Background: an optimization exercise with open tools, aiming at small area. Do not read the settings as production practice.
Function was checked by simulation only, so behaviour that the tests miss may differ from the original.

==> flow/design.v (outline; a module is shown in full before it is edited, if it fits) <==
// module pp_sel3: 11 lines
// module csa_fa: 10 lines
// module csa_ha: 9 lines
// module conv3x3_engine: 5453 lines
module conv3x3_engine (
    input  wire        clk,
    input  wire        rst_n,
    input  wire [15:0] pixel_in,
    input  wire        valid_in,
    input  wire [63:0] wr_data,
    input  wire        wr_en,
    input  wire [9:0]  wr_addr,
    input  wire [9:0]  rd_addr,
    input  wire signed [47:0] bias,
    output wire signed [15:0] pixel_out,
    output reg         valid_out
);
  // ...
==> flow/run.sh <==
#!/bin/bash
# synth_recipe.tcl (not shown) runs the flow's synth.tcl, then flattens the netlist and writes it again
# the make line also repeats each setting of config.mk as NAME=value (left out here)
make -C /OpenROAD-flow-scripts/flow DESIGN_CONFIG=/design/flow/config.mk WORK_HOME=/design/flow/orfs CLKGATE_MAP_FILE= SYNTH_SCRIPT=/design/flow/synth_recipe.tcl finish
==> flow/config.mk <==
export PLATFORM = sky130hd
export DESIGN_NAME = conv3x3_engine
export DESIGN_NICKNAME = conv3x3_engine
export VERILOG_FILES = /design/flow/design.v
export SDC_FILE = /design/flow/constraint.sdc
export NUM_CORES = 4
export LEC_CHECK = 0
export CAP_MARGIN = 20
export CORE_MARGIN = 2
export CORE_UTILIZATION = 40
export SLEW_MARGIN = 20
export SYNTH_HIERARCHICAL = 1
export SYNTH_MINIMUM_KEEP_SIZE = 0
==> flow/constraint.sdc <==
create_clock -name core_clock -period 10.0 [get_ports {clk}]
set_input_delay 2.0000 -clock core_clock [delete_from_list [all_inputs] [get_ports {clk}]]
set_output_delay 2.0000 -clock core_clock [all_outputs]
set_load 0.01 [all_outputs]
==> reports/metrics.yaml, run 1 <==
cells_and_area:
  comb.multi_input.count: 4084
  final_common_cell: "fa_1"
  seq_share_pct: 17.6
  multi_input_area_share_pct: 69.3
  post-route-util_pct: 46.3
routing:
  top_layer_used: "met5"
  drt-initial-drc-count: 17300
  post_drt_wl_per_cell_um: 49.8
  wl_met2_mm: 152
yosys:
  synth_top_area_share_pct: 42.1
  synth_edf_count: 352
  synth_warnings: 7
timing:
  maxSlewHeadroom_pct: 13.3
  drv_slew: 0
  max_freq_mhz: 110
  rsz0062_at_grt: "false"
placed_design:
  placed_area_mm2: 0.0684
  place.gp.congestion: 1.08
setup_path:
  r2r_cells: 24
  cp.depth: 24
  worst_setup_path_start_kind: "flip-flop"
  critical_path.most_common_cell: "fa_1"
  slowest_stage: "edfxtp_1"
  crit_buf_inv: 1
  path_max_fanout: 18
  r2r_slack_ns: 0.88
  r2r-end: "rb[23]"
clock_tree:
  cts_made_buffers: 59
  cts_tree: "done"
  cts_max_level: 2
global_routing:
  grt_pass1_vias: 57000
  antenna_found_initial: 18
  grt_max_degree: 141
status:
  outcome: "finished clean"
worst_hold_path:
  hold_start: "v1"
==> inputs of run 2 (changes only) <==
--- a/flow/design.v
+++ b/flow/design.v
@@ -82,6 +82,5 @@
     wire db_0_0 = ~x0[0] & x0[1];
     wire dc_0_0 = x0[0] & x0[1];
-    wire npp_0_0_0;
-    pp_sel3 u_npp_0_0_0 (.a(da_0_0), .p(w0[0]), .b(db_0_0), .q(1'b0), .c(dc_0_0), .r(w3_0[0]), .y(npp_0_0_0));
+    wire npp_0_0_0 = ~((da_0_0 & w0[0]) | (dc_0_0 & w3_0[0]));
     wire npp_0_0_1;
     pp_sel3 u_npp_0_0_1 (.a(da_0_0), .p(w0[1]), .b(db_0_0), .q(w0[0]), .c(dc_0_0), .r(w3_0[1]), .y(npp_0_0_1));
@@ -120,6 +119,5 @@
     wire db_0_1 = ~x0[2] & x0[3];
     wire dc_0_1 = x0[2] & x0[3];
-    wire npp_0_1_0;
-    pp_sel3 u_npp_0_1_0 (.a(da_0_1), .p(w0[0]), .b(db_0_1), .q(1'b0), .c(dc_0_1), .r(w3_0[0]), .y(npp_0_1_0));
+    wire npp_0_1_0 = ~((da_0_1 & w0[0]) | (dc_0_1 & w3_0[0]));
     wire npp_0_1_1;
     pp_sel3 u_npp_0_1_1 (.a(da_0_1), .p(w0[1]), .b(db_0_1), .q(w0[0]), .c(dc_0_1), .r(w3_0[1]), .y(npp_0_1_1));
@@ -158,6 +156,5 @@
     wire db_0_2 = ~x0[4] & x0[5];
     wire dc_0_2 = x0[4] & x0[5];
-    wire npp_0_2_0;
-    pp_sel3 u_npp_0_2_0 (.a(da_0_2), .p(w0[0]), .b(db_0_2), .q(1'b0), .c(dc_0_2), .r(w3_0[0]), .y(npp_0_2_0));
+    wire npp_0_2_0 = ~((da_0_2 & w0[0]) | (dc_0_2 & w3_0[0]));
     wire npp_0_2_1;
     pp_sel3 u_npp_0_2_1 (.a(da_0_2), .p(w0[1]), .b(db_0_2), .q(w0[0]), .c(dc_0_2), .r(w3_0[1]), .y(npp_0_2_1));
@@ -196,6 +193,5 @@
     wire db_0_3 = ~x0[6] & x0[7];
     wire dc_0_3 = x0[6] & x0[7];
-    wire npp_0_3_0;
-    pp_sel3 u_npp_0_3_0 (.a(da_0_3), .p(w0[0]), .b(db_0_3), .q(1'b0), .c(dc_0_3), .r(w3_0[0]), .y(npp_0_3_0));
+    wire npp_0_3_0 = ~((da_0_3 & w0[0]) | (dc_0_3 & w3_0[0]));
     wire npp_0_3_1;
     pp_sel3 u_npp_0_3_1 (.a(da_0_3), .p(w0[1]), .b(db_0_3), .q(w0[0]), .c(dc_0_3), .r(w3_0[1]), .y(npp_0_3_1));
@@ -234,6 +230,5 @@
     wire db_0_4 = ~x0[8] & x0[9];
     wire dc_0_4 = x0[8] & x0[9];
-    wire npp_0_4_0;
-    pp_sel3 u_npp_0_4_0 (.a(da_0_4), .p(w0[0]), .b(db_0_4), .q(1'b0), .c(dc_0_4), .r(w3_0[0]), .y(npp_0_4_0));
+    wire npp_0_4_0 = ~((da_0_4 & w0[0]) | (dc_0_4 & w3_0[0]));
     wire npp_0_4_1;
     pp_sel3 u_npp_0_4_1 (.a(da_0_4), .p(w0[1]), .b(db_0_4), .q(w0[0]), .c(dc_0_4), .r(w3_0[1]), .y(npp_0_4_1));
@@ -272,6 +267,5 @@
     wire db_0_5 = ~x0[10] & x0[11];
     wire dc_0_5 = x0[10] & x0[11];
-    wire npp_0_5_0;
-    pp_sel3 u_npp_0_5_0 (.a(da_0_5), .p(w0[0]), .b(db_0_5), .q(1'b0), .c(dc_0_5), .r(w3_0[0]), .y(npp_0_5_0));
+    wire npp_0_5_0 = ~((da_0_5 & w0[0]) | (dc_0_5 & w3_0[0]));
     wire npp_0_5_1;
     pp_sel3 u_npp_0_5_1 (.a(da_0_5), .p(w0[1]), .b(db_0_5), .q(w0[0]), .c(dc_0_5), .r(w3_0[1]), .y(npp_0_5_1));
@@ -310,6 +304,5 @@
     wire db_0_6 = ~x0[12] & x0[13];
     wire dc_0_6 = x0[12] & x0[13];
-    wire npp_0_6_0;
-    pp_sel3 u_npp_0_6_0 (.a(da_0_6), .p(w0[0]), .b(db_0_6), .q(1'b0), .c(dc_0_6), .r(w3_0[0]), .y(npp_0_6_0));
+    wire npp_0_6_0 = ~((da_0_6 & w0[0]) | (dc_0_6 & w3_0[0]));
     wire npp_0_6_1;
     pp_sel3 u_npp_0_6_1 (.a(da_0_6), .p(w0[1]), .b(db_0_6), .q(w0[0]), .c(dc_0_6), .r(w3_0[1]), .y(npp_0_6_1));
@@ -348,6 +341,5 @@
     wire db_0_7 = x0[14] & x0[15];
     wire dc_0_7 = ~x0[14] & x0[15];
-    wire npp_0_7_0;
-    pp_sel3 u_npp_0_7_0 (.a(da_0_7), .p(w0[0]), .b(db_0_7), .q(~w0[0]), .c(dc_0_7), .r(~1'b0), .y(npp_0_7_0));
+    wire npp_0_7_0 = ~((da_0_7 & w0[0]) | (db_0_7 & ~w0[0]) | dc_0_7);
     wire npp_0_7_1;
     pp_sel3 u_npp_0_7_1 (.a(da_0_7), .p(w0[1]), .b(db_0_7), .q(~w0[1]), .c(dc_0_7), .r(~w0[0]), .y(npp_0_7_1));
@@ -388,6 +380,5 @@
     wire db_1_0 = ~x1[0] & x1[1];
     wire dc_1_0 = x1[0] & x1[1];
-    wire npp_1_0_0;
-    pp_sel3 u_npp_1_0_0 (.a(da_1_0), .p(w1[0]), .b(db_1_0), .q(1'b0), .c(dc_1_0), .r(w3_1[0]), .y(npp_1_0_0));
+    wire npp_1_0_0 = ~((da_1_0 & w1[0]) | (dc_1_0 & w3_1[0]));
     wire npp_1_0_1;
     pp_sel3 u_npp_1_0_1 (.a(da_1_0), .p(w1[1]), .b(db_1_0), .q(w1[0]), .c(dc_1_0), .r(w3_1[1]), .y(npp_1_0_1));
@@ -426,6 +417,5 @@
     wire db_1_1 = ~x1[2] & x1[3];
     wire dc_1_1 = x1[2] & x1[3];
-    wire npp_1_1_0;
-    pp_sel3 u_npp_1_1_0 (.a(da_1_1), .p(w1[0]), .b(db_1_1), .q(1'b0), .c(dc_1_1), .r(w3_1[0]), .y(npp_1_1_0));
+    wire npp_1_1_0 = ~((da_1_1 & w1[0]) | (dc_1_1 & w3_1[0]));
     wire npp_1_1_1;
     pp_sel3 u_npp_1_1_1 (.a(da_1_1), .p(w1[1]), .b(db_1_1), .q(w1[0]), .c(dc_1_1), .r(w3_1[1]), .y(npp_1_1_1));
@@ -464,6 +454,5 @@
     wire db_1_2 = ~x1[4] & x1[5];
     wire dc_1_2 = x1[4] & x1[5];
-    wire npp_1_2_0;
-    pp_sel3 u_npp_1_2_0 (.a(da_1_2), .p(w1[0]), .b(db_1_2), .q(1'b0), .c(dc_1_2), .r(w3_1[0]), .y(npp_1_2_0));
+    wire npp_1_2_0 = ~((da_1_2 & w1[0]) | (dc_1_2 & w3_1[0]));
     wire npp_1_2_1;
     pp_sel3 u_npp_1_2_1 (.a(da_1_2), .p(w1[1]), .b(db_1_2), .q(w1[0]), .c(dc_1_2), .r(w3_1[1]), .y(npp_1_2_1));
@@ -502,6 +491,5 @@
     wire db_1_3 = ~x1[6] & x1[7];
     wire dc_1_3 = x1[6] & x1[7];
-    wire npp_1_3_0;
-    pp_sel3 u_npp_1_3_0 (.a(da_1_3), .p(w1[0]), .b(db_1_3), .q(1'b0), .c(dc_1_3), .r(w3_1[0]), .y(npp_1_3_0));
+    wire npp_1_3_0 = ~((da_1_3 & w1[0]) | (dc_1_3 & w3_1[0]));
     wire npp_1_3_1;
     pp_sel3 u_npp_1_3_1 (.a(da_1_3), .p(w1[1]), .b(db_1_3), .q(w1[0]), .c(dc_1_3), .r(w3_1[1]), .y(npp_1_3_1));
@@ -540,6 +528,5 @@
     wire db_1_4 = ~x1[8] & x1[9];
     wire dc_1_4 = x1[8] & x1[9];
-    wire npp_1_4_0;
-    pp_sel3 u_npp_1_4_0 (.a(da_1_4), .p(w1[0]), .b(db_1_4), .q(1'b0), .c(dc_1_4), .r(w3_1[0]), .y(npp_1_4_0));
+    wire npp_1_4_0 = ~((da_1_4 & w1[0]) | (dc_1_4 & w3_1[0]));
     wire npp_1_4_1;
     pp_sel3 u_npp_1_4_1 (.a(da_1_4), .p(w1[1]), .b(db_1_4), .q(w1[0]), .c(dc_1_4), .r(w3_1[1]), .y(npp_1_4_1));
@@ -578,6 +565,5 @@
     wire db_1_5 = ~x1[10] & x1[11];
     wire dc_1_5 = x1[10] & x1[11];
-    wire npp_1_5_0;
-    pp_sel3 u_npp_1_5_0 (.a(da_1_5), .p(w1[0]), .b(db_1_5), .q(1'b0), .c(dc_1_5), .r(w3_1[0]), .y(npp_1_5_0));
+    wire npp_1_5_0 = ~((da_1_5 & w1[0]) | (dc_1_5 & w3_1[0]));
     wire npp_1_5_1;
     pp_sel3 u_npp_1_5_1 (.a(da_1_5), .p(w1[1]), .b(db_1_5), .q(w1[0]), .c(dc_1_5), .r(w3_1[1]), .y(npp_1_5_1));
@@ -616,6 +602,5 @@
     wire db_1_6 = ~x1[12] & x1[13];
     wire dc_1_6 = x1[12] & x1[13];
-    wire npp_1_6_0;
-    pp_sel3 u_npp_1_6_0 (.a(da_1_6), .p(w1[0]), .b(db_1_6), .q(1'b0), .c(dc_1_6), .r(w3_1[0]), .y(npp_1_6_0));
+    wire npp_1_6_0 = ~((da_1_6 & w1[0]) | (dc_1_6 & w3_1[0]));
     wire npp_1_6_1;
     pp_sel3 u_npp_1_6_1 (.a(da_1_6), .p(w1[1]), .b(db_1_6), .q(w1[0]), .c(dc_1_6), .r(w3_1[1]), .y(npp_1_6_1));
@@ -654,6 +639,5 @@
     wire db_1_7 = x1[14] & x1[15];
     wire dc_1_7 = ~x1[14] & x1[15];
-    wire npp_1_7_0;
-    pp_sel3 u_npp_1_7_0 (.a(da_1_7), .p(w1[0]), .b(db_1_7), .q(~w1[0]), .c(dc_1_7), .r(~1'b0), .y(npp_1_7_0));
+    wire npp_1_7_0 = ~((da_1_7 & w1[0]) | (db_1_7 & ~w1[0]) | dc_1_7);
     wire npp_1_7_1;
     pp_sel3 u_npp_1_7_1 (.a(da_1_7), .p(w1[1]), .b(db_1_7), .q(~w1[1]), .c(dc_1_7), .r(~w1[0]), .y(npp_1_7_1));
@@ -694,6 +678,5 @@
     wire db_2_0 = ~x2[0] & x2[1];
     wire dc_2_0 = x2[0] & x2[1];
-    wire npp_2_0_0;
-    pp_sel3 u_npp_2_0_0 (.a(da_2_0), .p(w2[0]), .b(db_2_0), .q(1'b0), .c(dc_2_0), .r(w3_2[0]), .y(npp_2_0_0));
+    wire npp_2_0_0 = ~((da_2_0 & w2[0]) | (dc_2_0 & w3_2[0]));
     wire npp_2_0_1;
     pp_sel3 u_npp_2_0_1 (.a(da_2_0), .p(w2[1]), .b(db_2_0), .q(w2[0]), .c(dc_2_0), .r(w3_2[1]), .y(npp_2_0_1));
@@ -732,6 +715,5 @@
     wire db_2_1 = ~x2[2] & x2[3];
     wire dc_2_1 = x2[2] & x2[3];
-    wire npp_2_1_0;
-    pp_sel3 u_npp_2_1_0 (.a(da_2_1), .p(w2[0]), .b(db_2_1), .q(1'b0), .c(dc_2_1), .r(w3_2[0]), .y(npp_2_1_0));
+    wire npp_2_1_0 = ~((da_2_1 & w2[0]) | (dc_2_1 & w3_2[0]));
     wire npp_2_1_1;
     pp_sel3 u_npp_2_1_1 (.a(da_2_1), .p(w2[1]), .b(db_2_1), .q(w2[0]), .c(dc_2_1), .r(w3_2[1]), .y(npp_2_1_1));
@@ -770,6 +752,5 @@
     wire db_2_2 = ~x2[4] & x2[5];
     wire dc_2_2 = x2[4] & x2[5];
-    wire npp_2_2_0;
-    pp_sel3 u_npp_2_2_0 (.a(da_2_2), .p(w2[0]), .b(db_2_2), .q(1'b0), .c(dc_2_2), .r(w3_2[0]), .y(npp_2_2_0));
+    wire npp_2_2_0 = ~((da_2_2 & w2[0]) | (dc_2_2 & w3_2[0]));
     wire npp_2_2_1;
     pp_sel3 u_npp_2_2_1 (.a(da_2_2), .p(w2[1]), .b(db_2_2), .q(w2[0]), .c(dc_2_2), .r(w3_2[1]), .y(npp_2_2_1));
@@ -808,6 +789,5 @@
     wire db_2_3 = ~x2[6] & x2[7];
     wire dc_2_3 = x2[6] & x2[7];
-    wire npp_2_3_0;
-    pp_sel3 u_npp_2_3_0 (.a(da_2_3), .p(w2[0]), .b(db_2_3), .q(1'b0), .c(dc_2_3), .r(w3_2[0]), .y(npp_2_3_0));
+    wire npp_2_3_0 = ~((da_2_3 & w2[0]) | (dc_2_3 & w3_2[0]));
     wire npp_2_3_1;
     pp_sel3 u_npp_2_3_1 (.a(da_2_3), .p(w2[1]), .b(db_2_3), .q(w2[0]), .c(dc_2_3), .r(w3_2[1]), .y(npp_2_3_1));
@@ -846,6 +826,5 @@
     wire db_2_4 = ~x2[8] & x2[9];
     wire dc_2_4 = x2[8] & x2[9];
-    wire npp_2_4_0;
-    pp_sel3 u_npp_2_4_0 (.a(da_2_4), .p(w2[0]), .b(db_2_4), .q(1'b0), .c(dc_2_4), .r(w3_2[0]), .y(npp_2_4_0));
+    wire npp_2_4_0 = ~((da_2_4 & w2[0]) | (dc_2_4 & w3_2[0]));
     wire npp_2_4_1;
     pp_sel3 u_npp_2_4_1 (.a(da_2_4), .p(w2[1]), .b(db_2_4), .q(w2[0]), .c(dc_2_4), .r(w3_2[1]), .y(npp_2_4_1));
@@ -884,6 +863,5 @@
     wire db_2_5 = ~x2[10] & x2[11];
     wire dc_2_5 = x2[10] & x2[11];
-    wire npp_2_5_0;
-    pp_sel3 u_npp_2_5_0 (.a(da_2_5), .p(w2[0]), .b(db_2_5), .q(1'b0), .c(dc_2_5), .r(w3_2[0]), .y(npp_2_5_0));
+    wire npp_2_5_0 = ~((da_2_5 & w2[0]) | (dc_2_5 & w3_2[0]));
     wire npp_2_5_1;
     pp_sel3 u_npp_2_5_1 (.a(da_2_5), .p(w2[1]), .b(db_2_5), .q(w2[0]), .c(dc_2_5), .r(w3_2[1]), .y(npp_2_5_1));
@@ -922,6 +900,5 @@
     wire db_2_6 = ~x2[12] & x2[13];
     wire dc_2_6 = x2[12] & x2[13];
-    wire npp_2_6_0;
-    pp_sel3 u_npp_2_6_0 (.a(da_2_6), .p(w2[0]), .b(db_2_6), .q(1'b0), .c(dc_2_6), .r(w3_2[0]), .y(npp_2_6_0));
+    wire npp_2_6_0 = ~((da_2_6 & w2[0]) | (dc_2_6 & w3_2[0]));
     wire npp_2_6_1;
     pp_sel3 u_npp_2_6_1 (.a(da_2_6), .p(w2[1]), .b(db_2_6), .q(w2[0]), .c(dc_2_6), .r(w3_2[1]), .y(npp_2_6_1));
@@ -960,6 +937,5 @@
     wire db_2_7 = x2[14] & x2[15];
     wire dc_2_7 = ~x2[14] & x2[15];
-    wire npp_2_7_0;
-    pp_sel3 u_npp_2_7_0 (.a(da_2_7), .p(w2[0]), .b(db_2_7), .q(~w2[0]), .c(dc_2_7), .r(~1'b0), .y(npp_2_7_0));
+    wire npp_2_7_0 = ~((da_2_7 & w2[0]) | (db_2_7 & ~w2[0]) | dc_2_7);
     wire npp_2_7_1;
     pp_sel3 u_npp_2_7_1 (.a(da_2_7), .p(w2[1]), .b(db_2_7), .q(~w2[1]), .c(dc_2_7), .r(~w2[0]), .y(npp_2_7_1));
@@ -1000,6 +976,5 @@
     wire db_3_0 = ~x3[0] & x3[1];
     wire dc_3_0 = x3[0] & x3[1];
-    wire npp_3_0_0;
-    pp_sel3 u_npp_3_0_0 (.a(da_3_0), .p(w3[0]), .b(db_3_0), .q(1'b0), .c(dc_3_0), .r(w3_3[0]), .y(npp_3_0_0));
+    wire npp_3_0_0 = ~((da_3_0 & w3[0]) | (dc_3_0 & w3_3[0]));
     wire npp_3_0_1;
     pp_sel3 u_npp_3_0_1 (.a(da_3_0), .p(w3[1]), .b(db_3_0), .q(w3[0]), .c(dc_3_0), .r(w3_3[1]), .y(npp_3_0_1));
@@ -1038,6 +1013,5 @@
     wire db_3_1 = ~x3[2] & x3[3];
     wire dc_3_1 = x3[2] & x3[3];
-    wire npp_3_1_0;
-    pp_sel3 u_npp_3_1_0 (.a(da_3_1), .p(w3[0]), .b(db_3_1), .q(1'b0), .c(dc_3_1), .r(w3_3[0]), .y(npp_3_1_0));
+    wire npp_3_1_0 = ~((da_3_1 & w3[0]) | (dc_3_1 & w3_3[0]));
     wire npp_3_1_1;
     pp_sel3 u_npp_3_1_1 (.a(da_3_1), .p(w3[1]), .b(db_3_1), .q(w3[0]), .c(dc_3_1), .r(w3_3[1]), .y(npp_3_1_1));
@@ -1076,6 +1050,5 @@
     wire db_3_2 = ~x3[4] & x3[5];
     wire dc_3_2 = x3[4] & x3[5];
-    wire npp_3_2_0;
-    pp_sel3 u_npp_3_2_0 (.a(da_3_2), .p(w3[0]), .b(db_3_2), .q(1'b0), .c(dc_3_2), .r(w3_3[0]), .y(npp_3_2_0));
+    wire npp_3_2_0 = ~((da_3_2 & w3[0]) | (dc_3_2 & w3_3[0]));
     wire npp_3_2_1;
     pp_sel3 u_npp_3_2_1 (.a(da_3_2), .p(w3[1]), .b(db_3_2), .q(w3[0]), .c(dc_3_2), .r(w3_3[1]), .y(npp_3_2_1));
@@ -1114,6 +1087,5 @@
     wire db_3_3 = ~x3[6] & x3[7];
     wire dc_3_3 = x3[6] & x3[7];
-    wire npp_3_3_0;
-    pp_sel3 u_npp_3_3_0 (.a(da_3_3), .p(w3[0]), .b(db_3_3), .q(1'b0), .c(dc_3_3), .r(w3_3[0]), .y(npp_3_3_0));
+    wire npp_3_3_0 = ~((da_3_3 & w3[0]) | (dc_3_3 & w3_3[0]));
     wire npp_3_3_1;
     pp_sel3 u_npp_3_3_1 (.a(da_3_3), .p(w3[1]), .b(db_3_3), .q(w3[0]), .c(dc_3_3), .r(w3_3[1]), .y(npp_3_3_1));
@@ -1152,6 +1124,5 @@
     wire db_3_4 = ~x3[8] & x3[9];
     wire dc_3_4 = x3[8] & x3[9];
-    wire npp_3_4_0;
-    pp_sel3 u_npp_3_4_0 (.a(da_3_4), .p(w3[0]), .b(db_3_4), .q(1'b0), .c(dc_3_4), .r(w3_3[0]), .y(npp_3_4_0));
+    wire npp_3_4_0 = ~((da_3_4 & w3[0]) | (dc_3_4 & w3_3[0]));
     wire npp_3_4_1;
     pp_sel3 u_npp_3_4_1 (.a(da_3_4), .p(w3[1]), .b(db_3_4), .q(w3[0]), .c(dc_3_4), .r(w3_3[1]), .y(npp_3_4_1));
@@ -1190,6 +1161,5 @@
     wire db_3_5 = ~x3[10] & x3[11];
     wire dc_3_5 = x3[10] & x3[11];
-    wire npp_3_5_0;
-    pp_sel3 u_npp_3_5_0 (.a(da_3_5), .p(w3[0]), .b(db_3_5), .q(1'b0), .c(dc_3_5), .r(w3_3[0]), .y(npp_3_5_0));
+    wire npp_3_5_0 = ~((da_3_5 & w3[0]) | (dc_3_5 & w3_3[0]));
     wire npp_3_5_1;
     pp_sel3 u_npp_3_5_1 (.a(da_3_5), .p(w3[1]), .b(db_3_5), .q(w3[0]), .c(dc_3_5), .r(w3_3[1]), .y(npp_3_5_1));
@@ -1228,6 +1198,5 @@
     wire db_3_6 = ~x3[12] & x3[13];
     wire dc_3_6 = x3[12] & x3[13];
-    wire npp_3_6_0;
-    pp_sel3 u_npp_3_6_0 (.a(da_3_6), .p(w3[0]), .b(db_3_6), .q(1'b0), .c(dc_3_6), .r(w3_3[0]), .y(npp_3_6_0));
+    wire npp_3_6_0 = ~((da_3_6 & w3[0]) | (dc_3_6 & w3_3[0]));
     wire npp_3_6_1;
     pp_sel3 u_npp_3_6_1 (.a(da_3_6), .p(w3[1]), .b(db_3_6), .q(w3[0]), .c(dc_3_6), .r(w3_3[1]), .y(npp_3_6_1));
@@ -1266,6 +1235,5 @@
     wire db_3_7 = x3[14] & x3[15];
     wire dc_3_7 = ~x3[14] & x3[15];
-    wire npp_3_7_0;
-    pp_sel3 u_npp_3_7_0 (.a(da_3_7), .p(w3[0]), .b(db_3_7), .q(~w3[0]), .c(dc_3_7), .r(~1'b0), .y(npp_3_7_0));
+    wire npp_3_7_0 = ~((da_3_7 & w3[0]) | (db_3_7 & ~w3[0]) | dc_3_7);
     wire npp_3_7_1;
     pp_sel3 u_npp_3_7_1 (.a(da_3_7), .p(w3[1]), .b(db_3_7), .q(~w3[1]), .c(dc_3_7), .r(~w3[0]), .y(npp_3_7_1));
@@ -1306,6 +1274,5 @@
     wire db_4_0 = ~x4[0] & x4[1];
     wire dc_4_0 = x4[0] & x4[1];
-    wire npp_4_0_0;
-    pp_sel3 u_npp_4_0_0 (.a(da_4_0), .p(w4[0]), .b(db_4_0), .q(1'b0), .c(dc_4_0), .r(w3_4[0]), .y(npp_4_0_0));
+    wire npp_4_0_0 = ~((da_4_0 & w4[0]) | (dc_4_0 & w3_4[0]));
     wire npp_4_0_1;
     pp_sel3 u_npp_4_0_1 (.a(da_4_0), .p(w4[1]), .b(db_4_0), .q(w4[0]), .c(dc_4_0), .r(w3_4[1]), .y(npp_4_0_1));
@@ -1344,6 +1311,5 @@
     wire db_4_1 = ~x4[2] & x4[3];
     wire dc_4_1 = x4[2] & x4[3];
-    wire npp_4_1_0;
-    pp_sel3 u_npp_4_1_0 (.a(da_4_1), .p(w4[0]), .b(db_4_1), .q(1'b0), .c(dc_4_1), .r(w3_4[0]), .y(npp_4_1_0));
+    wire npp_4_1_0 = ~((da_4_1 & w4[0]) | (dc_4_1 & w3_4[0]));
     wire npp_4_1_1;
     pp_sel3 u_npp_4_1_1 (.a(da_4_1), .p(w4[1]), .b(db_4_1), .q(w4[0]), .c(dc_4_1), .r(w3_4[1]), .y(npp_4_1_1));
@@ -1382,6 +1348,5 @@
     wire db_4_2 = ~x4[4] & x4[5];
     wire dc_4_2 = x4[4] & x4[5];
-    wire npp_4_2_0;
-    pp_sel3 u_npp_4_2_0 (.a(da_4_2), .p(w4[0]), .b(db_4_2), .q(1'b0), .c(dc_4_2), .r(w3_4[0]), .y(npp_4_2_0));
+    wire npp_4_2_0 = ~((da_4_2 & w4[0]) | (dc_4_2 & w3_4[0]));
     wire npp_4_2_1;
     pp_sel3 u_npp_4_2_1 (.a(da_4_2), .p(w4[1]), .b(db_4_2), .q(w4[0]), .c(dc_4_2), .r(w3_4[1]), .y(npp_4_2_1));
@@ -1420,6 +1385,5 @@
     wire db_4_3 = ~x4[6] & x4[7];
     wire dc_4_3 = x4[6] & x4[7];
-    wire npp_4_3_0;
-    pp_sel3 u_npp_4_3_0 (.a(da_4_3), .p(w4[0]), .b(db_4_3), .q(1'b0), .c(dc_4_3), .r(w3_4[0]), .y(npp_4_3_0));
+    wire npp_4_3_0 = ~((da_4_3 & w4[0]) | (dc_4_3 & w3_4[0]));
     wire npp_4_3_1;
     pp_sel3 u_npp_4_3_1 (.a(da_4_3), .p(w4[1]), .b(db_4_3), .q(w4[0]), .c(dc_4_3), .r(w3_4[1]), .y(npp_4_3_1));
@@ -1458,6 +1422,5 @@
     wire db_4_4 = ~x4[8] & x4[9];
     wire dc_4_4 = x4[8] & x4[9];
-    wire npp_4_4_0;
-    pp_sel3 u_npp_4_4_0 (.a(da_4_4), .p(w4[0]), .b(db_4_4), .q(1'b0), .c(dc_4_4), .r(w3_4[0]), .y(npp_4_4_0));
+    wire npp_4_4_0 = ~((da_4_4 & w4[0]) | (dc_4_4 & w3_4[0]));
     wire npp_4_4_1;
     pp_sel3 u_npp_4_4_1 (.a(da_4_4), .p(w4[1]), .b(db_4_4), .q(w4[0]), .c(dc_4_4), .r(w3_4[1]), .y(npp_4_4_1));
@@ -1496,6 +1459,5 @@
     wire db_4_5 = ~x4[10] & x4[11];
     wire dc_4_5 = x4[10] & x4[11];
-    wire npp_4_5_0;
-    pp_sel3 u_npp_4_5_0 (.a(da_4_5), .p(w4[0]), .b(db_4_5), .q(1'b0), .c(dc_4_5), .r(w3_4[0]), .y(npp_4_5_0));
+    wire npp_4_5_0 = ~((da_4_5 & w4[0]) | (dc_4_5 & w3_4[0]));
     wire npp_4_5_1;
     pp_sel3 u_npp_4_5_1 (.a(da_4_5), .p(w4[1]), .b(db_4_5), .q(w4[0]), .c(dc_4_5), .r(w3_4[1]), .y(npp_4_5_1));
@@ -1534,6 +1496,5 @@
     wire db_4_6 = ~x4[12] & x4[13];
     wire dc_4_6 = x4[12] & x4[13];
-    wire npp_4_6_0;
-    pp_sel3 u_npp_4_6_0 (.a(da_4_6), .p(w4[0]), .b(db_4_6), .q(1'b0), .c(dc_4_6), .r(w3_4[0]), .y(npp_4_6_0));
+    wire npp_4_6_0 = ~((da_4_6 & w4[0]) | (dc_4_6 & w3_4[0]));
     wire npp_4_6_1;
     pp_sel3 u_npp_4_6_1 (.a(da_4_6), .p(w4[1]), .b(db_4_6), .q(w4[0]), .c(dc_4_6), .r(w3_4[1]), .y(npp_4_6_1));
@@ -1572,6 +1533,5 @@
     wire db_4_7 = x4[14] & x4[15];
     wire dc_4_7 = ~x4[14] & x4[15];
-    wire npp_4_7_0;
-    pp_sel3 u_npp_4_7_0 (.a(da_4_7), .p(w4[0]), .b(db_4_7), .q(~w4[0]), .c(dc_4_7), .r(~1'b0), .y(npp_4_7_0));
+    wire npp_4_7_0 = ~((da_4_7 & w4[0]) | (db_4_7 & ~w4[0]) | dc_4_7);
     wire npp_4_7_1;
     pp_sel3 u_npp_4_7_1 (.a(da_4_7), .p(w4[1]), .b(db_4_7), .q(~w4[1]), .c(dc_4_7), .r(~w4[0]), .y(npp_4_7_1));
@@ -1612,6 +1572,5 @@
     wire db_5_0 = ~x5[0] & x5[1];
     wire dc_5_0 = x5[0] & x5[1];
-    wire npp_5_0_0;
-    pp_sel3 u_npp_5_0_0 (.a(da_5_0), .p(w5[0]), .b(db_5_0), .q(1'b0), .c(dc_5_0), .r(w3_5[0]), .y(npp_5_0_0));
+    wire npp_5_0_0 = ~((da_5_0 & w5[0]) | (dc_5_0 & w3_5[0]));
     wire npp_5_0_1;
     pp_sel3 u_npp_5_0_1 (.a(da_5_0), .p(w5[1]), .b(db_5_0), .q(w5[0]), .c(dc_5_0), .r(w3_5[1]), .y(npp_5_0_1));
@@ -1650,6 +1609,5 @@
     wire db_5_1 = ~x5[2] & x5[3];
     wire dc_5_1 = x5[2] & x5[3];
-    wire npp_5_1_0;
-    pp_sel3 u_npp_5_1_0 (.a(da_5_1), .p(w5[0]), .b(db_5_1), .q(1'b0), .c(dc_5_1), .r(w3_5[0]), .y(npp_5_1_0));
+    wire npp_5_1_0 = ~((da_5_1 & w5[0]) | (dc_5_1 & w3_5[0]));
     wire npp_5_1_1;
     pp_sel3 u_npp_5_1_1 (.a(da_5_1), .p(w5[1]), .b(db_5_1), .q(w5[0]), .c(dc_5_1), .r(w3_5[1]), .y(npp_5_1_1));
@@ -1688,6 +1646,5 @@
     wire db_5_2 = ~x5[4] & x5[5];
     wire dc_5_2 = x5[4] & x5[5];
-    wire npp_5_2_0;
-    pp_sel3 u_npp_5_2_0 (.a(da_5_2), .p(w5[0]), .b(db_5_2), .q(1'b0), .c(dc_5_2), .r(w3_5[0]), .y(npp_5_2_0));
+    wire npp_5_2_0 = ~((da_5_2 & w5[0]) | (dc_5_2 & w3_5[0]));
     wire npp_5_2_1;
     pp_sel3 u_npp_5_2_1 (.a(da_5_2), .p(w5[1]), .b(db_5_2), .q(w5[0]), .c(dc_5_2), .r(w3_5[1]), .y(npp_5_2_1));
@@ -1726,6 +1683,5 @@
     wire db_5_3 = ~x5[6] & x5[7];
     wire dc_5_3 = x5[6] & x5[7];
-    wire npp_5_3_0;
-    pp_sel3 u_npp_5_3_0 (.a(da_5_3), .p(w5[0]), .b(db_5_3), .q(1'b0), .c(dc_5_3), .r(w3_5[0]), .y(npp_5_3_0));
+    wire npp_5_3_0 = ~((da_5_3 & w5[0]) | (dc_5_3 & w3_5[0]));
     wire npp_5_3_1;
     pp_sel3 u_npp_5_3_1 (.a(da_5_3), .p(w5[1]), .b(db_5_3), .q(w5[0]), .c(dc_5_3), .r(w3_5[1]), .y(npp_5_3_1));
@@ -1764,6 +1720,5 @@
     wire db_5_4 = ~x5[8] & x5[9];
     wire dc_5_4 = x5[8] & x5[9];
-    wire npp_5_4_0;
-    pp_sel3 u_npp_5_4_0 (.a(da_5_4), .p(w5[0]), .b(db_5_4), .q(1'b0), .c(dc_5_4), .r(w3_5[0]), .y(npp_5_4_0));
+    wire npp_5_4_0 = ~((da_5_4 & w5[0]) | (dc_5_4 & w3_5[0]));
     wire npp_5_4_1;
     pp_sel3 u_npp_5_4_1 (.a(da_5_4), .p(w5[1]), .b(db_5_4), .q(w5[0]), .c(dc_5_4), .r(w3_5[1]), .y(npp_5_4_1));
@@ -1802,6 +1757,5 @@
     wire db_5_5 = ~x5[10] & x5[11];
     wire dc_5_5 = x5[10] & x5[11];
-    wire npp_5_5_0;
-    pp_sel3 u_npp_5_5_0 (.a(da_5_5), .p(w5[0]), .b(db_5_5), .q(1'b0), .c(dc_5_5), .r(w3_5[0]), .y(npp_5_5_0));
+    wire npp_5_5_0 = ~((da_5_5 & w5[0]) | (dc_5_5 & w3_5[0]));
     wire npp_5_5_1;
     pp_sel3 u_npp_5_5_1 (.a(da_5_5), .p(w5[1]), .b(db_5_5), .q(w5[0]), .c(dc_5_5), .r(w3_5[1]), .y(npp_5_5_1));
@@ -1840,6 +1794,5 @@
     wire db_5_6 = ~x5[12] & x5[13];
     wire dc_5_6 = x5[12] & x5[13];
-    wire npp_5_6_0;
-    pp_sel3 u_npp_5_6_0 (.a(da_5_6), .p(w5[0]), .b(db_5_6), .q(1'b0), .c(dc_5_6), .r(w3_5[0]), .y(npp_5_6_0));
+    wire npp_5_6_0 = ~((da_5_6 & w5[0]) | (dc_5_6 & w3_5[0]));
     wire npp_5_6_1;
     pp_sel3 u_npp_5_6_1 (.a(da_5_6), .p(w5[1]), .b(db_5_6), .q(w5[0]), .c(dc_5_6), .r(w3_5[1]), .y(npp_5_6_1));
@@ -1878,6 +1831,5 @@
     wire db_5_7 = x5[14] & x5[15];
     wire dc_5_7 = ~x5[14] & x5[15];
-    wire npp_5_7_0;
-    pp_sel3 u_npp_5_7_0 (.a(da_5_7), .p(w5[0]), .b(db_5_7), .q(~w5[0]), .c(dc_5_7), .r(~1'b0), .y(npp_5_7_0));
+    wire npp_5_7_0 = ~((da_5_7 & w5[0]) | (db_5_7 & ~w5[0]) | dc_5_7);
     wire npp_5_7_1;
     pp_sel3 u_npp_5_7_1 (.a(da_5_7), .p(w5[1]), .b(db_5_7), .q(~w5[1]), .c(dc_5_7), .r(~w5[0]), .y(npp_5_7_1));
@@ -1918,6 +1870,5 @@
     wire db_6_0 = ~x6[0] & x6[1];
     wire dc_6_0 = x6[0] & x6[1];
-    wire npp_6_0_0;
-    pp_sel3 u_npp_6_0_0 (.a(da_6_0), .p(w6[0]), .b(db_6_0), .q(1'b0), .c(dc_6_0), .r(w3_6[0]), .y(npp_6_0_0));
+    wire npp_6_0_0 = ~((da_6_0 & w6[0]) | (dc_6_0 & w3_6[0]));
     wire npp_6_0_1;
     pp_sel3 u_npp_6_0_1 (.a(da_6_0), .p(w6[1]), .b(db_6_0), .q(w6[0]), .c(dc_6_0), .r(w3_6[1]), .y(npp_6_0_1));
@@ -1956,6 +1907,5 @@
     wire db_6_1 = ~x6[2] & x6[3];
     wire dc_6_1 = x6[2] & x6[3];
-    wire npp_6_1_0;
-    pp_sel3 u_npp_6_1_0 (.a(da_6_1), .p(w6[0]), .b(db_6_1), .q(1'b0), .c(dc_6_1), .r(w3_6[0]), .y(npp_6_1_0));
+    wire npp_6_1_0 = ~((da_6_1 & w6[0]) | (dc_6_1 & w3_6[0]));
     wire npp_6_1_1;
     pp_sel3 u_npp_6_1_1 (.a(da_6_1), .p(w6[1]), .b(db_6_1), .q(w6[0]), .c(dc_6_1), .r(w3_6[1]), .y(npp_6_1_1));
@@ -1994,6 +1944,5 @@
     wire db_6_2 = ~x6[4] & x6[5];
     wire dc_6_2 = x6[4] & x6[5];
-    wire npp_6_2_0;
-    pp_sel3 u_npp_6_2_0 (.a(da_6_2), .p(w6[0]), .b(db_6_2), .q(1'b0), .c(dc_6_2), .r(w3_6[0]), .y(npp_6_2_0));
+    wire npp_6_2_0 = ~((da_6_2 & w6[0]) | (dc_6_2 & w3_6[0]));
     wire npp_6_2_1;
     pp_sel3 u_npp_6_2_1 (.a(da_6_2), .p(w6[1]), .b(db_6_2), .q(w6[0]), .c(dc_6_2), .r(w3_6[1]), .y(npp_6_2_1));
@@ -2032,6 +1981,5 @@
     wire db_6_3 = ~x6[6] & x6[7];
     wire dc_6_3 = x6[6] & x6[7];
-    wire npp_6_3_0;
-    pp_sel3 u_npp_6_3_0 (.a(da_6_3), .p(w6[0]), .b(db_6_3), .q(1'b0), .c(dc_6_3), .r(w3_6[0]), .y(npp_6_3_0));
+    wire npp_6_3_0 = ~((da_6_3 & w6[0]) | (dc_6_3 & w3_6[0]));
     wire npp_6_3_1;
     pp_sel3 u_npp_6_3_1 (.a(da_6_3), .p(w6[1]), .b(db_6_3), .q(w6[0]), .c(dc_6_3), .r(w3_6[1]), .y(npp_6_3_1));
@@ -2070,6 +2018,5 @@
     wire db_6_4 = ~x6[8] & x6[9];
     wire dc_6_4 = x6[8] & x6[9];
-    wire npp_6_4_0;
-    pp_sel3 u_npp_6_4_0 (.a(da_6_4), .p(w6[0]), .b(db_6_4), .q(1'b0), .c(dc_6_4), .r(w3_6[0]), .y(npp_6_4_0));
+    wire npp_6_4_0 = ~((da_6_4 & w6[0]) | (dc_6_4 & w3_6[0]));
     wire npp_6_4_1;
     pp_sel3 u_npp_6_4_1 (.a(da_6_4), .p(w6[1]), .b(db_6_4), .q(w6[0]), .c(dc_6_4), .r(w3_6[1]), .y(npp_6_4_1));
@@ -2108,6 +2055,5 @@
     wire db_6_5 = ~x6[10] & x6[11];
     wire dc_6_5 = x6[10] & x6[11];
-    wire npp_6_5_0;
-    pp_sel3 u_npp_6_5_0 (.a(da_6_5), .p(w6[0]), .b(db_6_5), .q(1'b0), .c(dc_6_5), .r(w3_6[0]), .y(npp_6_5_0));
+    wire npp_6_5_0 = ~((da_6_5 & w6[0]) | (dc_6_5 & w3_6[0]));
     wire npp_6_5_1;
     pp_sel3 u_npp_6_5_1 (.a(da_6_5), .p(w6[1]), .b(db_6_5), .q(w6[0]), .c(dc_6_5), .r(w3_6[1]), .y(npp_6_5_1));
@@ -2146,6 +2092,5 @@
     wire db_6_6 = ~x6[12] & x6[13];
     wire dc_6_6 = x6[12] & x6[13];
-    wire npp_6_6_0;
-    pp_sel3 u_npp_6_6_0 (.a(da_6_6), .p(w6[0]), .b(db_6_6), .q(1'b0), .c(dc_6_6), .r(w3_6[0]), .y(npp_6_6_0));
+    wire npp_6_6_0 = ~((da_6_6 & w6[0]) | (dc_6_6 & w3_6[0]));
     wire npp_6_6_1;
     pp_sel3 u_npp_6_6_1 (.a(da_6_6), .p(w6[1]), .b(db_6_6), .q(w6[0]), .c(dc_6_6), .r(w3_6[1]), .y(npp_6_6_1));
@@ -2184,6 +2129,5 @@
     wire db_6_7 = x6[14] & x6[15];
     wire dc_6_7 = ~x6[14] & x6[15];
-    wire npp_6_7_0;
-    pp_sel3 u_npp_6_7_0 (.a(da_6_7), .p(w6[0]), .b(db_6_7), .q(~w6[0]), .c(dc_6_7), .r(~1'b0), .y(npp_6_7_0));
+    wire npp_6_7_0 = ~((da_6_7 & w6[0]) | (db_6_7 & ~w6[0]) | dc_6_7);
     wire npp_6_7_1;
     pp_sel3 u_npp_6_7_1 (.a(da_6_7), .p(w6[1]), .b(db_6_7), .q(~w6[1]), .c(dc_6_7), .r(~w6[0]), .y(npp_6_7_1));
@@ -2224,6 +2168,5 @@
     wire db_7_0 = ~x7[0] & x7[1];
     wire dc_7_0 = x7[0] & x7[1];
-    wire npp_7_0_0;
-    pp_sel3 u_npp_7_0_0 (.a(da_7_0), .p(w7[0]), .b(db_7_0), .q(1'b0), .c(dc_7_0), .r(w3_7[0]), .y(npp_7_0_0));
+    wire npp_7_0_0 = ~((da_7_0 & w7[0]) | (dc_7_0 & w3_7[0]));
     wire npp_7_0_1;
     pp_sel3 u_npp_7_0_1 (.a(da_7_0), .p(w7[1]), .b(db_7_0), .q(w7[0]), .c(dc_7_0), .r(w3_7[1]), .y(npp_7_0_1));
@@ -2262,6 +2205,5 @@
     wire db_7_1 = ~x7[2] & x7[3];
     wire dc_7_1 = x7[2] & x7[3];
-    wire npp_7_1_0;
-    pp_sel3 u_npp_7_1_0 (.a(da_7_1), .p(w7[0]), .b(db_7_1), .q(1'b0), .c(dc_7_1), .r(w3_7[0]), .y(npp_7_1_0));
+    wire npp_7_1_0 = ~((da_7_1 & w7[0]) | (dc_7_1 & w3_7[0]));
     wire npp_7_1_1;
     pp_sel3 u_npp_7_1_1 (.a(da_7_1), .p(w7[1]), .b(db_7_1), .q(w7[0]), .c(dc_7_1), .r(w3_7[1]), .y(npp_7_1_1));
@@ -2300,6 +2242,5 @@
     wire db_7_2 = ~x7[4] & x7[5];
     wire dc_7_2 = x7[4] & x7[5];
-    wire npp_7_2_0;
-    pp_sel3 u_npp_7_2_0 (.a(da_7_2), .p(w7[0]), .b(db_7_2), .q(1'b0), .c(dc_7_2), .r(w3_7[0]), .y(npp_7_2_0));
+    wire npp_7_2_0 = ~((da_7_2 & w7[0]) | (dc_7_2 & w3_7[0]));
     wire npp_7_2_1;
     pp_sel3 u_npp_7_2_1 (.a(da_7_2), .p(w7[1]), .b(db_7_2), .q(w7[0]), .c(dc_7_2), .r(w3_7[1]), .y(npp_7_2_1));
@@ -2338,6 +2279,5 @@
     wire db_7_3 = ~x7[6] & x7[7];
     wire dc_7_3 = x7[6] & x7[7];
-    wire npp_7_3_0;
-    pp_sel3 u_npp_7_3_0 (.a(da_7_3), .p(w7[0]), .b(db_7_3), .q(1'b0), .c(dc_7_3), .r(w3_7[0]), .y(npp_7_3_0));
+    wire npp_7_3_0 = ~((da_7_3 & w7[0]) | (dc_7_3 & w3_7[0]));
     wire npp_7_3_1;
     pp_sel3 u_npp_7_3_1 (.a(da_7_3), .p(w7[1]), .b(db_7_3), .q(w7[0]), .c(dc_7_3), .r(w3_7[1]), .y(npp_7_3_1));
@@ -2376,6 +2316,5 @@
     wire db_7_4 = ~x7[8] & x7[9];
     wire dc_7_4 = x7[8] & x7[9];
-    wire npp_7_4_0;
-    pp_sel3 u_npp_7_4_0 (.a(da_7_4), .p(w7[0]), .b(db_7_4), .q(1'b0), .c(dc_7_4), .r(w3_7[0]), .y(npp_7_4_0));
+    wire npp_7_4_0 = ~((da_7_4 & w7[0]) | (dc_7_4 & w3_7[0]));
     wire npp_7_4_1;
     pp_sel3 u_npp_7_4_1 (.a(da_7_4), .p(w7[1]), .b(db_7_4), .q(w7[0]), .c(dc_7_4), .r(w3_7[1]), .y(npp_7_4_1));
@@ -2414,6 +2353,5 @@
     wire db_7_5 = ~x7[10] & x7[11];
     wire dc_7_5 = x7[10] & x7[11];
-    wire npp_7_5_0;
-    pp_sel3 u_npp_7_5_0 (.a(da_7_5), .p(w7[0]), .b(db_7_5), .q(1'b0), .c(dc_7_5), .r(w3_7[0]), .y(npp_7_5_0));
+    wire npp_7_5_0 = ~((da_7_5 & w7[0]) | (dc_7_5 & w3_7[0]));
     wire npp_7_5_1;
     pp_sel3 u_npp_7_5_1 (.a(da_7_5), .p(w7[1]), .b(db_7_5), .q(w7[0]), .c(dc_7_5), .r(w3_7[1]), .y(npp_7_5_1));
@@ -2452,6 +2390,5 @@
     wire db_7_6 = ~x7[12] & x7[13];
     wire dc_7_6 = x7[12] & x7[13];
-    wire npp_7_6_0;
-    pp_sel3 u_npp_7_6_0 (.a(da_7_6), .p(w7[0]), .b(db_7_6), .q(1'b0), .c(dc_7_6), .r(w3_7[0]), .y(npp_7_6_0));
+    wire npp_7_6_0 = ~((da_7_6 & w7[0]) | (dc_7_6 & w3_7[0]));
     wire npp_7_6_1;
     pp_sel3 u_npp_7_6_1 (.a(da_7_6), .p(w7[1]), .b(db_7_6), .q(w7[0]), .c(dc_7_6), .r(w3_7[1]), .y(npp_7_6_1));
@@ -2490,6 +2427,5 @@
     wire db_7_7 = x7[14] & x7[15];
     wire dc_7_7 = ~x7[14] & x7[15];
-    wire npp_7_7_0;
-    pp_sel3 u_npp_7_7_0 (.a(da_7_7), .p(w7[0]), .b(db_7_7), .q(~w7[0]), .c(dc_7_7), .r(~1'b0), .y(npp_7_7_0));
+    wire npp_7_7_0 = ~((da_7_7 & w7[0]) | (db_7_7 & ~w7[0]) | dc_7_7);
     wire npp_7_7_1;
     pp_sel3 u_npp_7_7_1 (.a(da_7_7), .p(w7[1]), .b(db_7_7), .q(~w7[1]), .c(dc_7_7), .r(~w7[0]), .y(npp_7_7_1));
@@ -2530,6 +2466,5 @@
     wire db_8_0 = ~x8[0] & x8[1];
     wire dc_8_0 = x8[0] & x8[1];
-    wire npp_8_0_0;
-    pp_sel3 u_npp_8_0_0 (.a(da_8_0), .p(w8[0]), .b(db_8_0), .q(1'b0), .c(dc_8_0), .r(w3_8[0]), .y(npp_8_0_0));
+    wire npp_8_0_0 = ~((da_8_0 & w8[0]) | (dc_8_0 & w3_8[0]));
     wire npp_8_0_1;
     pp_sel3 u_npp_8_0_1 (.a(da_8_0), .p(w8[1]), .b(db_8_0), .q(w8[0]), .c(dc_8_0), .r(w3_8[1]), .y(npp_8_0_1));
@@ -2568,6 +2503,5 @@
     wire db_8_1 = ~x8[2] & x8[3];
     wire dc_8_1 = x8[2] & x8[3];
-    wire npp_8_1_0;
-    pp_sel3 u_npp_8_1_0 (.a(da_8_1), .p(w8[0]), .b(db_8_1), .q(1'b0), .c(dc_8_1), .r(w3_8[0]), .y(npp_8_1_0));
+    wire npp_8_1_0 = ~((da_8_1 & w8[0]) | (dc_8_1 & w3_8[0]));
     wire npp_8_1_1;
     pp_sel3 u_npp_8_1_1 (.a(da_8_1), .p(w8[1]), .b(db_8_1), .q(w8[0]), .c(dc_8_1), .r(w3_8[1]), .y(npp_8_1_1));
@@ -2606,6 +2540,5 @@
     wire db_8_2 = ~x8[4] & x8[5];
     wire dc_8_2 = x8[4] & x8[5];
-    wire npp_8_2_0;
-    pp_sel3 u_npp_8_2_0 (.a(da_8_2), .p(w8[0]), .b(db_8_2), .q(1'b0), .c(dc_8_2), .r(w3_8[0]), .y(npp_8_2_0));
+    wire npp_8_2_0 = ~((da_8_2 & w8[0]) | (dc_8_2 & w3_8[0]));
     wire npp_8_2_1;
     pp_sel3 u_npp_8_2_1 (.a(da_8_2), .p(w8[1]), .b(db_8_2), .q(w8[0]), .c(dc_8_2), .r(w3_8[1]), .y(npp_8_2_1));
@@ -2644,6 +2577,5 @@
     wire db_8_3 = ~x8[6] & x8[7];
     wire dc_8_3 = x8[6] & x8[7];
-    wire npp_8_3_0;
-    pp_sel3 u_npp_8_3_0 (.a(da_8_3), .p(w8[0]), .b(db_8_3), .q(1'b0), .c(dc_8_3), .r(w3_8[0]), .y(npp_8_3_0));
+    wire npp_8_3_0 = ~((da_8_3 & w8[0]) | (dc_8_3 & w3_8[0]));
     wire npp_8_3_1;
     pp_sel3 u_npp_8_3_1 (.a(da_8_3), .p(w8[1]), .b(db_8_3), .q(w8[0]), .c(dc_8_3), .r(w3_8[1]), .y(npp_8_3_1));
@@ -2682,6 +2614,5 @@
     wire db_8_4 = ~x8[8] & x8[9];
     wire dc_8_4 = x8[8] & x8[9];
-    wire npp_8_4_0;
-    pp_sel3 u_npp_8_4_0 (.a(da_8_4), .p(w8[0]), .b(db_8_4), .q(1'b0), .c(dc_8_4), .r(w3_8[0]), .y(npp_8_4_0));
+    wire npp_8_4_0 = ~((da_8_4 & w8[0]) | (dc_8_4 & w3_8[0]));
     wire npp_8_4_1;
     pp_sel3 u_npp_8_4_1 (.a(da_8_4), .p(w8[1]), .b(db_8_4), .q(w8[0]), .c(dc_8_4), .r(w3_8[1]), .y(npp_8_4_1));
@@ -2720,6 +2651,5 @@
     wire db_8_5 = ~x8[10] & x8[11];
     wire dc_8_5 = x8[10] & x8[11];
-    wire npp_8_5_0;
-    pp_sel3 u_npp_8_5_0 (.a(da_8_5), .p(w8[0]), .b(db_8_5), .q(1'b0), .c(dc_8_5), .r(w3_8[0]), .y(npp_8_5_0));
+    wire npp_8_5_0 = ~((da_8_5 & w8[0]) | (dc_8_5 & w3_8[0]));
     wire npp_8_5_1;
     pp_sel3 u_npp_8_5_1 (.a(da_8_5), .p(w8[1]), .b(db_8_5), .q(w8[0]), .c(dc_8_5), .r(w3_8[1]), .y(npp_8_5_1));
@@ -2758,6 +2688,5 @@
     wire db_8_6 = ~x8[12] & x8[13];
     wire dc_8_6 = x8[12] & x8[13];
-    wire npp_8_6_0;
-    pp_sel3 u_npp_8_6_0 (.a(da_8_6), .p(w8[0]), .b(db_8_6), .q(1'b0), .c(dc_8_6), .r(w3_8[0]), .y(npp_8_6_0));
+    wire npp_8_6_0 = ~((da_8_6 & w8[0]) | (dc_8_6 & w3_8[0]));
     wire npp_8_6_1;
     pp_sel3 u_npp_8_6_1 (.a(da_8_6), .p(w8[1]), .b(db_8_6), .q(w8[0]), .c(dc_8_6), .r(w3_8[1]), .y(npp_8_6_1));
@@ -2796,6 +2725,5 @@
     wire db_8_7 = x8[14] & x8[15];
     wire dc_8_7 = ~x8[14] & x8[15];
-    wire npp_8_7_0;
-    pp_sel3 u_npp_8_7_0 (.a(da_8_7), .p(w8[0]), .b(db_8_7), .q(~w8[0]), .c(dc_8_7), .r(~1'b0), .y(npp_8_7_0));
+    wire npp_8_7_0 = ~((da_8_7 & w8[0]) | (db_8_7 & ~w8[0]) | dc_8_7);
     wire npp_8_7_1;
     pp_sel3 u_npp_8_7_1 (.a(da_8_7), .p(w8[1]), .b(db_8_7), .q(~w8[1]), .c(dc_8_7), .r(~w8[0]), .y(npp_8_7_1));
@@ -2832,8 +2760,8 @@
     wire sg_8_7 = (da_8_7 & w8[15]) | (db_8_7 & ~w8[15]) | (dc_8_7 & ~w8[15]);
     wire nng_8 = ~x8[15];
-    wire s1, c2;
-    csa_fa u_s1 (.a(1'b1), .b(npp_0_0_12), .c(npp_0_1_10), .s(s1), .co(c2));
-    wire s3, c4;
-    csa_fa u_s3 (.a(1'b1), .b(npp_0_0_13), .c(npp_0_1_11), .s(s3), .co(c4));
+    wire s1 = ~(npp_0_0_12 ^ npp_0_1_10);
+    wire c2 = npp_0_0_12 | npp_0_1_10;
+    wire s3 = ~(npp_0_0_13 ^ npp_0_1_11);
+    wire c4 = npp_0_0_13 | npp_0_1_11;
     wire s5, c6;
     csa_ha u_s5 (.a(npp_0_2_9), .b(npp_0_3_7), .s(s5), .co(c6));
@@ -2860,6 +2788,6 @@
     wire s27, c28;
     csa_ha u_s27 (.a(npp_2_5_4), .b(npp_2_6_2), .s(s27), .co(c28));
-    wire s29, c30;
-    csa_fa u_s29 (.a(1'b1), .b(npp_0_0_15), .c(npp_0_1_13), .s(s29), .co(c30));
+    wire s29 = ~(npp_0_0_15 ^ npp_0_1_13);
+    wire c30 = npp_0_0_15 | npp_0_1_13;
     wire s31, c32;
     csa_fa u_s31 (.a(npp_0_2_11), .b(npp_0_3_9), .c(npp_0_4_7), .s(s31), .co(c32));
@@ -2904,6 +2832,6 @@
     wire s71, c72;
     csa_ha u_s71 (.a(npp_3_6_4), .b(npp_3_7_2), .s(s71), .co(c72));
-    wire s73, c74;
-    csa_fa u_s73 (.a(1'b1), .b(sg_0_0), .c(npp_0_1_15), .s(s73), .co(c74));
+    wire s73 = ~(sg_0_0 ^ npp_0_1_15);
+    wire c74 = sg_0_0 | npp_0_1_15;
     wire s75, c76;
     csa_fa u_s75 (.a(npp_0_2_13), .b(npp_0_3_11), .c(npp_0_4_9), .s(s75), .co(c76));
@@ -2926,6 +2854,6 @@
     wire s93, c94;
     csa_fa u_s93 (.a(npp_3_5_7), .b(npp_3_6_5), .c(npp_3_7_3), .s(s93), .co(c94));
-    wire s95, c96;
-    csa_fa u_s95 (.a(1'b1), .b(npp_0_1_16), .c(npp_0_2_14), .s(s95), .co(c96));
+    wire s95 = ~(npp_0_1_16 ^ npp_0_2_14);
+    wire c96 = npp_0_1_16 | npp_0_2_14;
     wire s97, c98;
     csa_fa u_s97 (.a(npp_0_3_12), .b(npp_0_4_10), .c(npp_0_5_8), .s(s97), .co(c98));
@@ -2948,12 +2876,12 @@
     wire s115, c116;
     csa_fa u_s115 (.a(npp_1_3_13), .b(npp_1_4_11), .c(npp_1_5_9), .s(s115), .co(c116));
-    wire s117, c118;
-    csa_fa u_s117 (.a(1'b1), .b(npp_0_0_8), .c(npp_0_1_6), .s(s117), .co(c118));
+    wire s117 = ~(npp_0_0_8 ^ npp_0_1_6);
+    wire c118 = npp_0_0_8 | npp_0_1_6;
     wire s119, c120;
     csa_fa u_s119 (.a(npp_0_2_4), .b(npp_0_3_2), .c(npp_0_4_0), .s(s119), .co(c120));
     wire s121, c122;
     csa_ha u_s121 (.a(npp_1_0_8), .b(npp_1_1_6), .s(s121), .co(c122));
-    wire s123, c124;
-    csa_fa u_s123 (.a(1'b1), .b(npp_0_0_9), .c(npp_0_1_7), .s(s123), .co(c124));
+    wire s123 = ~(npp_0_0_9 ^ npp_0_1_7);
+    wire c124 = npp_0_0_9 | npp_0_1_7;
     wire s125, c126;
     csa_fa u_s125 (.a(npp_0_2_5), .b(npp_0_3_3), .c(npp_0_4_1), .s(s125), .co(c126));
@@ -2962,6 +2890,6 @@
     wire s129, c130;
     csa_fa u_s129 (.a(npp_1_3_3), .b(npp_1_4_1), .c(npp_2_0_9), .s(s129), .co(c130));
-    wire s131, c132;
-    csa_fa u_s131 (.a(1'b1), .b(npp_0_0_10), .c(npp_0_1_8), .s(s131), .co(c132));
+    wire s131 = ~(npp_0_0_10 ^ npp_0_1_8);
+    wire c132 = npp_0_0_10 | npp_0_1_8;
     wire s133, c134;
     csa_fa u_s133 (.a(npp_0_2_6), .b(npp_0_3_4), .c(npp_0_4_2), .s(s133), .co(c134));
@@ -2980,6 +2908,6 @@
     wire s147, c148;
     csa_fa u_s147 (.a(npp_3_5_0), .b(npp_4_0_10), .c(npp_4_1_8), .s(s147), .co(c148));
-    wire s149, c150;
-    csa_fa u_s149 (.a(1'b1), .b(npp_0_0_11), .c(npp_0_1_9), .s(s149), .co(c150));
+    wire s149 = ~(npp_0_0_11 ^ npp_0_1_9);
+    wire c150 = npp_0_0_11 | npp_0_1_9;
     wire s151, c152;
     csa_fa u_s151 (.a(npp_0_2_7), .b(npp_0_3_5), .c(npp_0_4_3), .s(s151), .co(c152));
@@ -3432,10 +3360,10 @@
     wire s599, c600;
     csa_fa u_s599 (.a(npp_0_4_16), .b(npp_0_5_14), .c(npp_0_6_12), .s(s599), .co(c600));
-    wire s601, c602;
-    csa_ha u_s601 (.a(1'b1), .b(npp_0_0_4), .s(s601), .co(c602));
-    wire s603, c604;
-    csa_fa u_s603 (.a(1'b1), .b(npp_0_0_5), .c(npp_0_1_3), .s(s603), .co(c604));
-    wire s605, c606;
-    csa_fa u_s605 (.a(1'b1), .b(npp_0_0_6), .c(npp_0_1_4), .s(s605), .co(c606));
+    wire s601 = ~npp_0_0_4;
+    wire c602 = npp_0_0_4;
+    wire s603 = ~(npp_0_0_5 ^ npp_0_1_3);
+    wire c604 = npp_0_0_5 | npp_0_1_3;
+    wire s605 = ~(npp_0_0_6 ^ npp_0_1_4);
+    wire c606 = npp_0_0_6 | npp_0_1_4;
     wire s607, c608;
     csa_fa u_s607 (.a(npp_0_2_2), .b(npp_0_3_0), .c(npp_1_0_6), .s(s607), .co(c608));
@@ -3448,6 +3376,6 @@
     wire s615, c616;
     csa_ha u_s615 (.a(npp_3_2_2), .b(npp_3_3_0), .s(s615), .co(c616));
-    wire s617, c618;
-    csa_fa u_s617 (.a(1'b1), .b(npp_0_0_7), .c(npp_0_1_5), .s(s617), .co(c618));
+    wire s617 = ~(npp_0_0_7 ^ npp_0_1_5);
+    wire c618 = npp_0_0_7 | npp_0_1_5;
     wire s619, c620;
     csa_fa u_s619 (.a(npp_0_2_3), .b(npp_0_3_1), .c(npp_1_0_7), .s(s619), .co(c620));
@@ -3974,8 +3902,8 @@
     wire s1141, c1142;
     csa_fa u_s1141 (.a(sg_2_5), .b(npp_2_6_15), .c(npp_2_7_13), .s(s1141), .co(c1142));
-    wire s1143, c1144;
-    csa_ha u_s1143 (.a(1'b1), .b(npp_0_0_2), .s(s1143), .co(c1144));
-    wire s1145, c1146;
-    csa_fa u_s1145 (.a(1'b1), .b(npp_0_0_3), .c(npp_0_1_1), .s(s1145), .co(c1146));
+    wire s1143 = ~npp_0_0_2;
+    wire c1144 = npp_0_0_2;
+    wire s1145 = ~(npp_0_0_3 ^ npp_0_1_1);
+    wire c1146 = npp_0_0_3 | npp_0_1_1;
     wire s1147, c1148;
     csa_fa u_s1147 (.a(npp_0_1_2), .b(npp_0_2_0), .c(npp_1_0_4), .s(s1147), .co(c1148));
@@ -4748,6 +4676,6 @@
     wire s1915, c1916;
     csa_fa u_s1915 (.a(npp_6_7_16), .b(npp_7_7_16), .c(npp_8_7_16), .s(s1915), .co(c1916));
-    wire s1917, c1918;
-    csa_fa u_s1917 (.a(1'b1), .b(npp_0_0_0), .c(npp_1_0_0), .s(s1917), .co(c1918));
+    wire s1917 = ~(npp_0_0_0 ^ npp_1_0_0);
+    wire c1918 = npp_0_0_0 | npp_1_0_0;
     wire s1919, c1920;
     csa_fa u_s1919 (.a(npp_0_0_1), .b(npp_1_0_1), .c(npp_2_0_1), .s(s1919), .co(c1920));
@@ -5312,6 +5240,6 @@
     wire s2479, c2480;
     csa_fa u_s2479 (.a(~bias[32]), .b(c2346), .c(c2348), .s(s2479), .co(c2480));
-    wire s2481, c2482;
-    csa_ha u_s2481 (.a(1'b1), .b(c2350), .s(s2481), .co(c2482));
+    wire s2481 = ~c2350;
+    wire c2482 = c2350;
     wire s2483, c2484;
     csa_ha u_s2483 (.a(s2161), .b(s1917), .s(s2483), .co(c2484));
==> flow/flow/run.sh (new file) <==
#!/bin/bash
# Layout flow: the standard ORFS flow (standard.sh, with its unchanged
# synthesis), with two changes in how the layout is built:
#  - the port buffers that buffer_ports inserts use the smallest buffer cell;
#  - clock tree synthesis inserts no dummy loads.
# make's full output goes to flow_make.log in the work folder; ORFS also
# keeps each step's own log under orfs/logs.
set -euo pipefail
export BUFFER_PORTS_ARGS="-buffer_cell sky130_fd_sc_hd__buf_1"
export CTS_ARGS="-sink_clustering_enable -repair_clock_nets -dont_use_dummy_load -buf_list sky130_fd_sc_hd__clkbuf_16"
bash standard.sh > flow_make.log 2>&1
==> flow/standard.sh (new file) <==
#!/bin/bash
# synth_recipe.tcl (not shown) runs the flow's synth.tcl, then flattens the netlist and writes it again
# the make line also repeats each setting of config.mk as NAME=value (left out here)
make -C /OpenROAD-flow-scripts/flow DESIGN_CONFIG=/design/flow/config.mk WORK_HOME=/design/flow/orfs CLKGATE_MAP_FILE= SYNTH_SCRIPT=/design/flow/synth_recipe.tcl "${@:-finish}"
removed: flow/run.sh
==> run 2 against run 1 <==
Against the previous run: fmax up 1.6%; clock-buffer cell count shrank 14; critical path type unchanged.
==> reports/metrics.yaml, run 2 <==
routing:
  routed_wl_mm: 383
  vias_per_cell: 7.90
  drt-initial-drc-count: 17600  # +1.7%
  post_drt_wl_per_cell_um: 52.9  # +6.2%
timing:
  setup_ws_ns: 1.02
  max_freq_mhz: 111  # +1.6%
  drv_slew: 0  # unchanged
  finalHoldViolations: 0
  maxSlewHeadroom_pct: 8.99  # -4.3 points
  fin_setup_tns_ns: 0
  rsz0062_at_grt: "false"
  fin_skew_ns: 0.0512
  setup_violations: 0
die:
  die_h_um: 394
  start_util_pct: 40.2
clock_tree:
  cts_made_buffers: 57  # -3.4%
  cts_resized: 0
  cts_tree: "done"
  cts_max_level: 2  # unchanged
  clkSlewWorstSetupHoldPaths_ns: 0.06
  cts.sinks: 442
yosys:
  synth_ff_type: "edfxtp_1"
  synth_edf_count: 352  # unchanged
  syn_avg_cell_area_um2: 13.0
  synth_top_cell_by_area: "fa_1"
  netlist_top_cells_count: "fa_1, a222oi_1, edfxtp_1, inv_1, nor2_1"
  synthArstFlopShare_pct: 1.58
  synth_warnings: 7  # unchanged
  synth_top_area_share_pct: 42.1  # -0.054 points
  synth_cell_type_count: 73
  yosysMostFrequentCell: "fa_1"
  syn_inst: 4693
  synth-xor-area-share_pct: 1.88
placed_design:
  place.gp.congestion: 1.13  # +4.3%
  pre_cts_slack_ns: 1.07
setup_path:
  worst_setup_path_start_kind: "flip-flop"
  r2r_slack_ns: 1.02  # +0.14 ns
  r2r_cells: 23  # -4.2%
  path_max_fanout: 18  # unchanged
  r2r-end: "rb[18]"
cells_and_area:
  final_common_cell: "fa_1"
  n_fill_cell: 14100
  num-nets-final: 6835
global_routing:
  grt_max_degree: 126  # -11%
  grt_pass1_vias: 55500  # -2.6%
  antenna_found_initial: 21  # +3
status:
  outcome: "finished clean"
worst_hold_path:
  hold_start: "v1"
[run 2: changes by cell type after synthesis, sizes merged, moves of 19 or more]
cell,before,now
a21oi,80,99
a222oi,1224,1153
nand3,46,22
inv,234,275
nand2,115,179
nor2b,127,103
xnor2,74,100
nor2,248,229
[run 2: routing by layer]
| layer | part of all wire, % | up-vias | track usage, % | wire length (um) |
|---|---|---|---|---|
| met5 | 0.066 | - | 0.647 | 251 |
| met4 | 10 | 16 | 37.3 | 40100 |
| met3 | 16 | 1326 | 21.7 | 59800 |
| met2 | 40 | 5606 | 67.1 | 153000 |
| met1 | 34 | 29500 | 58.0 | 130000 |
| li1 | - | 20800 | - | - |
[run 2: worst max-delay path, stage by stage, from the launching register on]
cell and delay (ns):
edfxtp_1 0.75, ha_1 0.37, nor2b_1 0.14, o21ai_0 0.19
a21boi_0 0.15, o21ai_0 0.19, nand2b_1 0.10, a21o_1 0.20
a41o_1 0.24, or4_1 0.44, a31o_2 0.26, a21oi_1 0.16
xnor2_1 0.24, a222oi_1 0.66, fa_1 0.55, fa_1 0.43
fa_1 0.43, fa_1 0.57, fa_1 0.44, fa_1 0.57
fa_1 0.44, fa_1 0.39, fa_1 0.51, fa_1 0.41
[run 2: Yosys stat by module, one instance, submodules excluded]
module / flops+latches / copies in the design
pp_sel3: 0 / 1152
csa_fa: 0 / 1272
conv3x3_engine: 442 / 1
csa_ha: 0 / 21
[run 2: kinds of logic after synthesis]
group           Yosys count
compound gates         1489
xor+xnor                131
fa+ha+maj              1487
buf+inv                 320
flops                   442
mux                       6
other cells               1
simple gates            817
[run 2: worst max path at each step]
stage / from / endpoint / slack [ns] / cells after the start
floorplan: W[17] / rb[18] / 1.89 / 25
CTS: W[50] / rb[18] / 0.98 / 23
global placement: W[18] / rb[18] / 1.07 / 23
global route: W[50] / rb[18] / 0.54 / 23
finish: W[50] / rb[18] / 1.02 / 23
detailed placement: W[50] / rb[18] / 1.07 / 23
[run 2: cell type report]
class                      instances  area share, %
tap                             2030           3.73
clock buffer                      57           2.09
sequential                       442           18.2
timing repair buffer             478           4.39
inverter                         282           1.55
antenna                           15         0.0551
multi-input combinational       3935           70.0
[run 2: through the flow]
step,hold slack [ns],cells,area [um2],util [%]
2_1_floorplan,0.331,4697,61000,-
3_3_place_gp,0.333,7164,66600,43.9
3_5_place_dp,0.337,7164,66600,43.9
4_1_cts,0.351,7221,68000,44.8
5_1_grt,0.381,7224,68100,44.9
6_report,0.348,7239,68100,44.9

==> separate check: timing with driven ports <==
The flow's constraints put no driver on any port. The routed layouts listed below were extracted and timed again, unchanged, in two steps. Step 1 (the two cells are an assumption about what drives the block):
set clk [get_ports {clk}]
set_driving_cell -lib_cell sky130_fd_sc_hd__clkbuf_16 $clk
set_driving_cell -lib_cell sky130_fd_sc_hd__buf_2 [delete_from_list [all_inputs] $clk]
Step 2 adds t to the input delays and takes it off the output delays; t is the mean of the earliest and latest rising clock arrival at the registers after step 1. Input paths then give back, and output paths get back, about the clock's delay inside the block. a / b / c = ideal ports / drivers / drivers and shift; a / b = the first two.
| run | t, ns | slack for setup (ns) | worst hold slack (ns) |
|---|---|---|---|
| run 1 | 0.808 | 0.881 / 0.881 / 0.881 | 0.354 / 0.354 / 0.354 |
| run 2 | 0.789 | 1.022 / 1.022 / 1.022 | 0.348 / 0.348 / 0.348 |
After both steps every run listed still meets setup and hold.
